Context: an optimization exercise on an open-source flow, tuned for small area, a short achievable clock period and few clock cycles. The choices shown serve that exercise and are no tape-out recipe.
In this exercise RTL edits were held to simulation tests only and were not proved equivalent to the original.
No activity file was given, so power comes from the tool's default toggle rates.

## flow/design.v (module list and top-level ports; edited modules follow where they fit)
// module M1: 749 lines
module M1 (
	input logic Clock,
	input logic resetn,
	input logic [15:0] SRAM_read_data,
	input logic start,
	output logic [17:0] SRAM_address,
	output logic done,
	output logic [15:0] SRAM_write_data,
	output logic SRAM_we_n
);
  // ...
==> flow/flow/run.sh <==
#!/bin/bash
export SETUP_SLACK_MARGIN=10.0
export CTS_CLUSTER_SIZE=25
export CTS_CLUSTER_DIAMETER=300
bash standard.sh > standard.log 2>&1
==> flow/standard.sh <==
#!/bin/bash
# synth_recipe.tcl (not shown) runs the flow's synth.tcl, then flattens the netlist and writes it again
# the make line also repeats each setting of config.mk as NAME=value (left out here)
make -C /OpenROAD-flow-scripts/flow DESIGN_CONFIG=/design/flow/config.mk WORK_HOME=/design/flow/orfs CLKGATE_MAP_FILE= SYNTH_SCRIPT=/design/flow/synth_recipe.tcl "${@:-finish}"
==> flow/config.mk <==
export PLATFORM = sky130hd
export DESIGN_NAME = M1
export DESIGN_NICKNAME = M1
export VERILOG_FILES = /design/flow/design.v
export SDC_FILE = /design/flow/constraint.sdc
export NUM_CORES = 4
export LEC_CHECK = 0
export CAP_MARGIN = 20
export CORE_MARGIN = 2
export CORE_UTILIZATION = 45
export PLACE_DENSITY = 0.8
export SLEW_MARGIN = 20
==> flow/constraint.sdc <==
create_clock -name core_clock -period 14.0 [get_ports {Clock}]
set_input_delay 2.8000 -clock core_clock [delete_from_list [all_inputs] [get_ports {Clock}]]
set_output_delay 2.8000 -clock core_clock [all_outputs]
set_load 0.01 [all_outputs]
==> out/metrics.csv, run 1 <==
metric;value;unit
Max FO, Critical Path;4;
Pleak;10.7;nW
combinational family with the most area after synthesis;adder cells;
buffering overhead;4.50;%
largest net degree at the start of global routing;74;
nets@finish;2353;
Non-clk bufs;131;
R2R depth;14;
worst hold slack;0.407;ns
Setup WS post-layout;9.80;ns
cell internal pwr;0.00246;W
clk buf depth;3;
RSZ-0062 raised after global routing;true;
CTS sink count;335;
endpoints failing setup;0;
Largest regs;win x96, SRAM_address x18, rgb_cnt x18;
Synthesized Nets;2245;
first-pass GRT wire length;75.8;mm
Worst R2R Setup Slack;9.80;ns
status;complete, no violations;
synth top area cells;edfxtp_1 29%, fa_1 20%, dfxtp_1 11%;
M1 WL;20.0;mm
Slew Viols, Final;0;
hold path endpoint;win[0][3];
crit path cell chain;ha_1 -> a21o_1 -> a21oi_2 -> o21ai_2 -> a2111oi_4 -> nor3b_2 -> xor2_2 -> fa_1 -> fa_2 -> inv_2 -> fa_2 -> fa_2 -> inv_2 -> fa_2;
biggest power consumer among the groups;combinational logic;
clk_skew;0.0243;ns
M3 GR Usage;2.88;%
IO buf count;54;
GR Util met2;34.3;%
worst endpoint required time;14.44;ns
post-synth cell types;76;
# diodes;0;
share of the synthesized area in the top cell type;29.3;%
Testbench counts, summed over its fixed seeds: cycles 779,580.
==> run 2, diff against run 1 <==
--- a/flow/config.mk
+++ b/flow/config.mk
@@ -10,3 +10,3 @@
 export CORE_UTILIZATION = 45
-export PLACE_DENSITY = 0.8
+export PLACE_DENSITY = 0.7
 export SLEW_MARGIN = 20
==> out/metrics.csv, run 2 <==
metric;value;unit;change
Core Box Area;47500;sq um;unchanged
Synth Instances;1839;;unchanged
CTS Root Cell;clkbuf_16;;unchanged
DR top layer;met5;;was met4
count of state elements after synthesis;335;;unchanged
Max FO, Critical Path;4;;unchanged
largest area contributor in the netlist;edfxtp_1;;unchanged
power per cell area;172;nW/um^2;about the same
CTS tree;yes;;unchanged
worst-margin pin slew;1.04;ns;was 1.01 ns
most frequent cells in the layout;307 x inv_1, 210 x edfxtp_1, 205 x fa_1, 158 x ha_1, 112 x dfxtp_1;;unchanged
Worst-path clk slew;0.11;ns;about the same
Post-synth top cells;320 x inv_1, 220 x fa_1, 210 x edfxtp_1;;unchanged
status;complete, no violations;;unchanged
Worst R2R Setup Slack;9.96;ns;was 9.80 ns
Final Hold Fails;0;;unchanged
post-synth cell types;76;;unchanged
most common cell after layout, fill and taps aside;inv_1;;unchanged
worst skew pair latency;0.54;ns;about the same
Synthesized Nets;2245;;unchanged
vias per cell;5.30;;was 5.32
M1 WL;20.6;mm;was 20.0 mm
DRT Wirelength;47.8;mm;was 48.7 mm
initial antenna violation count;1;;was 4
crit path launch type;flip-flop;;unchanged
Multi-input gate area;11700;sq um;about the same
worst endpoint required time;14.42;ns;was 14.44 ns
Reg area;8870;sq um;about the same
maximum VDD drop;0.125;mV;was 0.173 mV
count leader, synth;inv_1;;unchanged
share of cells above drive strength 1;13.8;%;was 12.7%
crit path time final;4.04;ns;was 4.20 ns
Die Wd;223;um;unchanged
Routed Antenna Nets;0;;unchanged
final worst-path cycle share;28.9;%;was 30.0%
sequential-to-total area share from yosys stat;41.1;%;unchanged
CTS sink count;335;;unchanged
standard-cell row count;80;;unchanged
Final GP Congestion;0.952;;was 0.965
GR Util All Layers;19.7;%;was 19.4%
largest net degree at the start of global routing;65;;was 74
Min-Delay Path Class;reg -> reg;;unchanged
total number of vias;13700;;about the same
EDFF count, synth;210;;unchanged
Synth async-reset ratio;2.69;%;unchanged
DRT iter0 DRCs;878;;was 1017
endpoints failing setup;0;;unchanged
die height;223;um;unchanged
clk buf depth;3;;unchanged
# IOs;55;;unchanged
drt pass-1 iters;5;;unchanged
vias in the first global route;14100;;was 14.3k
Synth Cell Area;21600;sq um;unchanged
Reg with most FFs;win;;unchanged
grt ovf;0;;unchanged
fmax;247;MHz;was 238 MHz
IO buf count;54;;unchanged
yosys warns;2;;unchanged
setup_tns;0;ns;unchanged
H-tree lvl count;1;;unchanged
CP Class;reg -> reg;;unchanged
routed wl met3;3.13;mm;was 2.95 mm
max FFs per register;96;;unchanged
CTS buffer count;17;;unchanged
Core Util, Final;50.7;%;was 50.9%
CP arrival;4.46;ns;was 4.64 ns
RSZ-0062 raised after global routing;true;;unchanged
clk_skew;0.0317;ns;was 0.0243 ns
first-pass GRT wire length;76.3;mm;was 75.8 mm
Pleak;10.7;nW;about the same
max-cap check violation count;0;;unchanged
fillers;4089;;was 3944
Mapped Avg Cell Area;11.7;sq um;unchanged
Initial Util;45.3;%;unchanged
area added between synthesis and finish;11.7;%;was 12.2%
total die area;49700;sq um;unchanged
Routed met2 length;22.7;mm;was 24.5 mm
nets@finish;2362;;was 2353
share of the synthesized area in the top cell type;29.3;%;unchanged
crit end category;flip-flop;;unchanged
hpwl dp;37.0;mm;was 36.7 mm
Slew headroom;30.7;%;was 32.5%
WL/cell;18.5;um;was 18.9 um
Top FF cell, synth;edfxtp_1;;unchanged
Largest regs;win x96, SRAM_address x18, rgb_cnt x18;;unchanged
Slew Viols, Final;0;;unchanged
residual DRC count;0;;unchanged
synth top area cells;edfxtp_1 29%, fa_1 20%, dfxtp_1 11%;;unchanged
==> run 2: metal layers <==
metal  track usage, %  vias up
met5                0        -
met4             5.17        2
met3             3.77       78
met2             32.4      376
met1             26.8     6851
li1                 -     6369
==> run 2: power by group <==
group	internal, W	total, W	switching, W
Sequential	0.00117	0.00123	0.0000598
Clock	0.000233	0.000547	0.000313
Combinational	0.00107	0.00237	0.00130
Total	0.00247	0.00415	0.00167
==> run 2: cell type report <==
| cell class | count | area share, % |
|---|---|---|
| Clock buffer | 27 | 1.92 |
| Sequential cell | 335 | 36.8 |
| Multi-Input combinational cell | 1139 | 48.6 |
| Antenna cell | 1 | 0.0104 |
| Clock inverter | 1 | 0.0675 |
| Tap cell | 615 | 3.19 |
| Timing Repair Buffer | 140 | 4.30 |
| Inverter | 323 | 5.07 |
==> run 2: per-stage QoR <==
stage,std cells,total power [W],cell area [sq um],setup WS [ns],hold slack (ns)
after floorplan,1839,0.00290,21600,9.81,0.400
after global placement,2473,0.00350,22800,9.34,0.402
after detailed placement,2473,0.00359,22800,9.33,0.405
after CTS,2530,0.00416,23700,9.88,0.410
after global routing,2580,0.00465,24100,9.77,0.427
final,2581,0.00415,24100,9.96,0.415
==> run 2: final timing paths <==
kind,startpoint,depth (start not counted),to
setup / recovery,win[0][1],14,flb_r[3]
hold / removal,win[1][4],0,win[0][4]
setup reg to reg,win[0][1],14,flb_r[3]
hold reg to reg,win[1][4],0,win[0][4]
max in group asynchronous,resetn,1,SRAM_we_n
min in group asynchronous,resetn,1,state[0]
==> run 2: kinds of logic after synthesis <==
family	after synthesis	share of synthesized area [%]
buffers and inverters	365	6.45
AO/OA/AOI/OAI	264	7.92
XOR/XNOR	89	3.68
multiplexers	53	3.08
AND/OR/NAND/NOR	346	7.67
flip-flops	335	41.1
adder cells (fa/ha/maj)	387	30.1
==> run 2: worst max-delay path: stages (launching register included) <==
cell and delay [ns]:
edfxtp_1 0.41, ha_1 0.31, a21o_1 0.17, a21oi_2 0.16
o21ai_2 0.10, a2111oi_4 0.31, nor3b_2 0.10, xor2_2 0.27
fa_1 0.47, fa_2 0.36, inv_2 0.06, fa_1 0.43
fa_2 0.36, inv_2 0.06, fa_1 0.40
==> run 2: repair_timing <==
item / CTS / global route
hold buffers: 0 / 0
setup buffers: 29 / 50
cloned: 0 / 0
gates resized for setup: 160 / 61
pin swaps: 23 / 19
endpoints found under the setup margin: 51 / 46
==> run 3, diff against run 2 <==
==> flow/run.sh (new file) <==
#!/bin/bash
# synth_recipe.tcl (not shown) runs the flow's synth.tcl, then flattens the netlist and writes it again
# the make line also repeats each setting of config.mk as NAME=value (left out here)
make -C /OpenROAD-flow-scripts/flow DESIGN_CONFIG=/design/flow/config.mk WORK_HOME=/design/flow/orfs CLKGATE_MAP_FILE= SYNTH_SCRIPT=/design/flow/synth_recipe.tcl finish
--- a/flow/config.mk
+++ b/flow/config.mk
@@ -10,3 +10,5 @@
 export CORE_UTILIZATION = 45
-export PLACE_DENSITY = 0.7
+export CTS_CLUSTER_DIAMETER = 300
+export CTS_CLUSTER_SIZE = 25
+export PLACE_DENSITY = 0.6
 export SLEW_MARGIN = 20
removed: flow/flow/run.sh
removed: flow/standard.sh
==> out/metrics.csv, run 3 <==
metric;value;unit;change
total die area;49700;sq um;unchanged
Slew headroom;29.6;%;was 30.7%
clk buf depth;3;;unchanged
GR Util All Layers;19.6;%;was 19.7%
max-cap check violation count;0;;unchanged
residual DRC count;0;;unchanged
die height;223;um;unchanged
Largest regs;win x96, SRAM_address x18, rgb_cnt x18;;unchanged
RSZ-0062 raised after global routing;false;;was true
Synth Cell Area;21600;sq um;unchanged
final worst-path cycle share;33.8;%;was 28.9%
share of cells above drive strength 1;4.08;%;was 13.8%
Multi-input gate area;11300;sq um;was 11700 sq um
largest area contributor in the netlist;edfxtp_1;;unchanged
grt ovf;0;;unchanged
yosys warns;2;;unchanged
Routed Antenna Nets;0;;unchanged
Die Wd;223;um;unchanged
Initial Util;45.3;%;unchanged
WL/cell;18.7;um;was 18.5 um
area added between synthesis and finish;7.88;%;was 11.7%
Post-synth top cells;320 x inv_1, 220 x fa_1, 210 x edfxtp_1;;unchanged
vias in the first global route;13800;;was 14.1k
CTS buffer count;17;;unchanged
Slew Viols, Final;0;;unchanged
synth top area cells;edfxtp_1 29%, fa_1 20%, dfxtp_1 11%;;unchanged
Reg area;8860;sq um;was 8870 sq um
Logic pwr share;56.1;%;was 57.2%
Synth Instances;1839;;unchanged
DRT iter0 DRCs;939;;was 878
# IOs;55;;unchanged
drt pass-1 iters;5;;unchanged
post-synth cell types;76;;unchanged
total number of vias;13200;;was 13.7k
count of state elements after synthesis;335;;unchanged
most frequent cells in the layout;320 x inv_1, 220 x fa_1, 210 x edfxtp_1, 167 x ha_1, 115 x dfxtp_1;;was 307 x inv_1, 210 x edfxtp_1, 205 x fa_1, 158 x ha_1, 112 x dfxtp_1
vias per cell;5.26;;was 5.30
DRT Wirelength;46.8;mm;was 47.8 mm
clk_skew;0.0224;ns;was 0.0317 ns
post-route cell area;23300;sq um;was 24100 sq um
H-tree lvl count;1;;unchanged
Clk pwr share;13.5;%;was 13.2%
EDFF count, synth;210;;unchanged
initial antenna violation count;1;;unchanged
Area after DPL;22800;sq um;about the same
Mapped Avg Cell Area;11.7;sq um;unchanged
count leader, synth;inv_1;;unchanged
max FFs per register;96;;unchanged
fillers;4213;;was 4089
crit path time final;4.73;ns;was 4.04 ns
Synthesized Nets;2245;;unchanged
setup bufs post-CTS;0;;was 29
power per cell area;175;nW/um^2;was 172 nW/um^2
Reg power frac;30.4;%;was 29.6%
Reg with most FFs;win;;unchanged
standard-cell row count;80;;unchanged
most common cell after layout, fill and taps aside;inv_1;;unchanged
crit path launch type;flip-flop;;unchanged
CP Class;reg -> reg;;unchanged
CTS sink count;335;;unchanged
CP arrival;5.18;ns;was 4.46 ns
CTS tree;yes;;unchanged
hold buffers post-CTS;0;;unchanged
fmax;211;MHz;was 247 MHz
Sw Ratio;40.3;%;was 40.4%
crit end category;flip-flop;;unchanged
hpwl dp;37.5;mm;was 37.0 mm
P_sw;0.00164;W;was 0.00167 W
post-CTS sizing;0;;was 160
Final GP Congestion;0.974;;was 0.952
status;complete, no violations;;unchanged
setup_tns;0;ns;unchanged
maximum VDD drop;0.124;mV;was 0.125 mV
# diodes;0;;was 1
worst skew pair latency;0.54;ns;about the same
Min-Delay Path Class;reg -> reg;;unchanged
CTS Root Cell;clkbuf_16;;unchanged
largest net degree at the start of global routing;74;;was 65
nets@finish;2285;;was 2362
Final Hold Fails;0;;unchanged
cell internal pwr;0.00243;W;was 0.00247 W
Worst-path clk slew;0.12;ns;was 0.11 ns
Pleak;10.3;nW;was 10.7 nW
Synth async-reset ratio;2.69;%;unchanged
worst hold slack;0.404;ns;was 0.415 ns
endpoints failing setup;0;;unchanged
first-pass GRT wire length;75.5;mm;was 76.3 mm
Max FO, Critical Path;12;;was 4
IO buf count;54;;unchanged
sequential-to-total area share from yosys stat;41.1;%;unchanged
worst endpoint required time;14.44;ns;was 14.42 ns
Top FF cell, synth;edfxtp_1;;unchanged
Core Box Area;47500;sq um;unchanged
worst-margin pin slew;1.05;ns;was 1.04 ns
share of the synthesized area in the top cell type;29.3;%;unchanged
==> run 3: layout make-up <==
cell class	instances	share of cell area, %
sequential	335	38.1
clock inverter	1	0.0699
inverter	323	5.21
timing repair buffer	63	2.61
multi-input combinational	1139	48.7
clock buffer	28	2.01
tap	615	3.31
==> run 3: power by group through the flow <==
stage                     clock [W]  combinational (W)  sequential [W]
final                      0.000549            0.00229         0.00124
after global routing       0.000602            0.00276         0.00125
after CTS                  0.000576            0.00235         0.00124
after detailed placement          0            0.00233         0.00126
after global placement            0            0.00229         0.00126
after floorplan                   0            0.00166         0.00124
==> run 3: final timing paths <==
kind | depth (start not counted) | slack [ns] | startpoint | to
max in group asynchronous | 1 | 11.07 | resetn | ph[0]
min in group asynchronous | 1 | 2.58 | resetn | done
max | 14 | 9.27 | sel_a | rbc_r
max reg2reg | 14 | 9.27 | sel_a | rbc_r
min reg2reg | 0 | 0.40 | win[7][3] | win[6][3]
min | 0 | 0.40 | win[7][3] | win[6][3]
==> run 3: logic make-up after synthesis <==
logic type,after synthesis,share of synthesized area [%]
multiplexers,53,3.08
flip-flops,335,41.1
AND/OR/NAND/NOR,346,7.67
buffers and inverters,365,6.45
XOR/XNOR,89,3.68
AO/OA/AOI/OAI,264,7.92
adder cells (fa/ha/maj),387,30.1
==> run 3: metal layers <==
layer	vias up	GRT usage (%)	part of all wire, %
met5	-	0	0
met4	0	5.13	2.5
met3	75	2.84	4.7
met2	292	32.0	46
met1	6588	27.4	46
li1	6221	-	-
==> run 3: worst max-delay path, cell delays in order (launching register included) <==
cell	delay (ns)
dfxtp_1	0.85
clkinv_1	0.73
ha_1	0.51
inv_1	0.05
fa_1	0.46
fa_1	0.49
inv_1	0.05
fa_1	0.50
inv_1	0.04
ha_1	0.30
a21o_1	0.16
a21o_1	0.17
a21oi_1	0.13
nand2_1	0.06
a2bb2oi_1	0.12
==> run 3: metrics by stage <==
step | worst slack, ns | total power (W) | std cells | util [%]
CTS | 9.23 | 0.00416 | 2504 | 48.9
global route | 8.96 | 0.00460 | 2504 | 48.9
global placement | 9.40 | 0.00354 | 2475 | 47.9
finish | 9.27 | 0.00407 | 2504 | 48.9
floorplan | 9.67 | 0.00290 | 1839 | -
detailed placement | 9.25 | 0.00359 | 2475 | 47.9

## static timing again, ports no longer ideal
Ports are ideal in the flow. The routed layouts listed here were re-timed in OpenROAD. Step 1 (the two cells are an assumption about what drives the block):
set clk [get_ports {Clock}]
set_driving_cell -lib_cell sky130_fd_sc_hd__clkbuf_16 $clk
set_driving_cell -lib_cell sky130_fd_sc_hd__buf_2 [delete_from_list [all_inputs] $clk]
Step 2 moves the port delays by t, midway between the first and last clock arrival at a register: inputs arrive t later, outputs are due t later. That takes back most of the time a late clock gives input paths. Three values: ideal ports, drivers, drivers and shift; two values: the first two.
| run | t, ns | setup slack, ns | latest minus earliest clock arrival (ns) |
|---|---|---|---|
| run 1 | 0.589 | 9.797 / 9.797 / 9.585 | 0.029 / 0.029 |
| run 2 | 0.569 | 9.956 / 9.956 / 9.615 | 0.040 / 0.039 |
| run 3 | 0.580 | 9.265 / 9.265 / 9.265 | 0.041 / 0.041 |
After both steps every run listed still meets setup and hold. The setup slack of run 2, which loses most, moves by 0.000 ns with the drivers and by -0.341 ns with both steps.
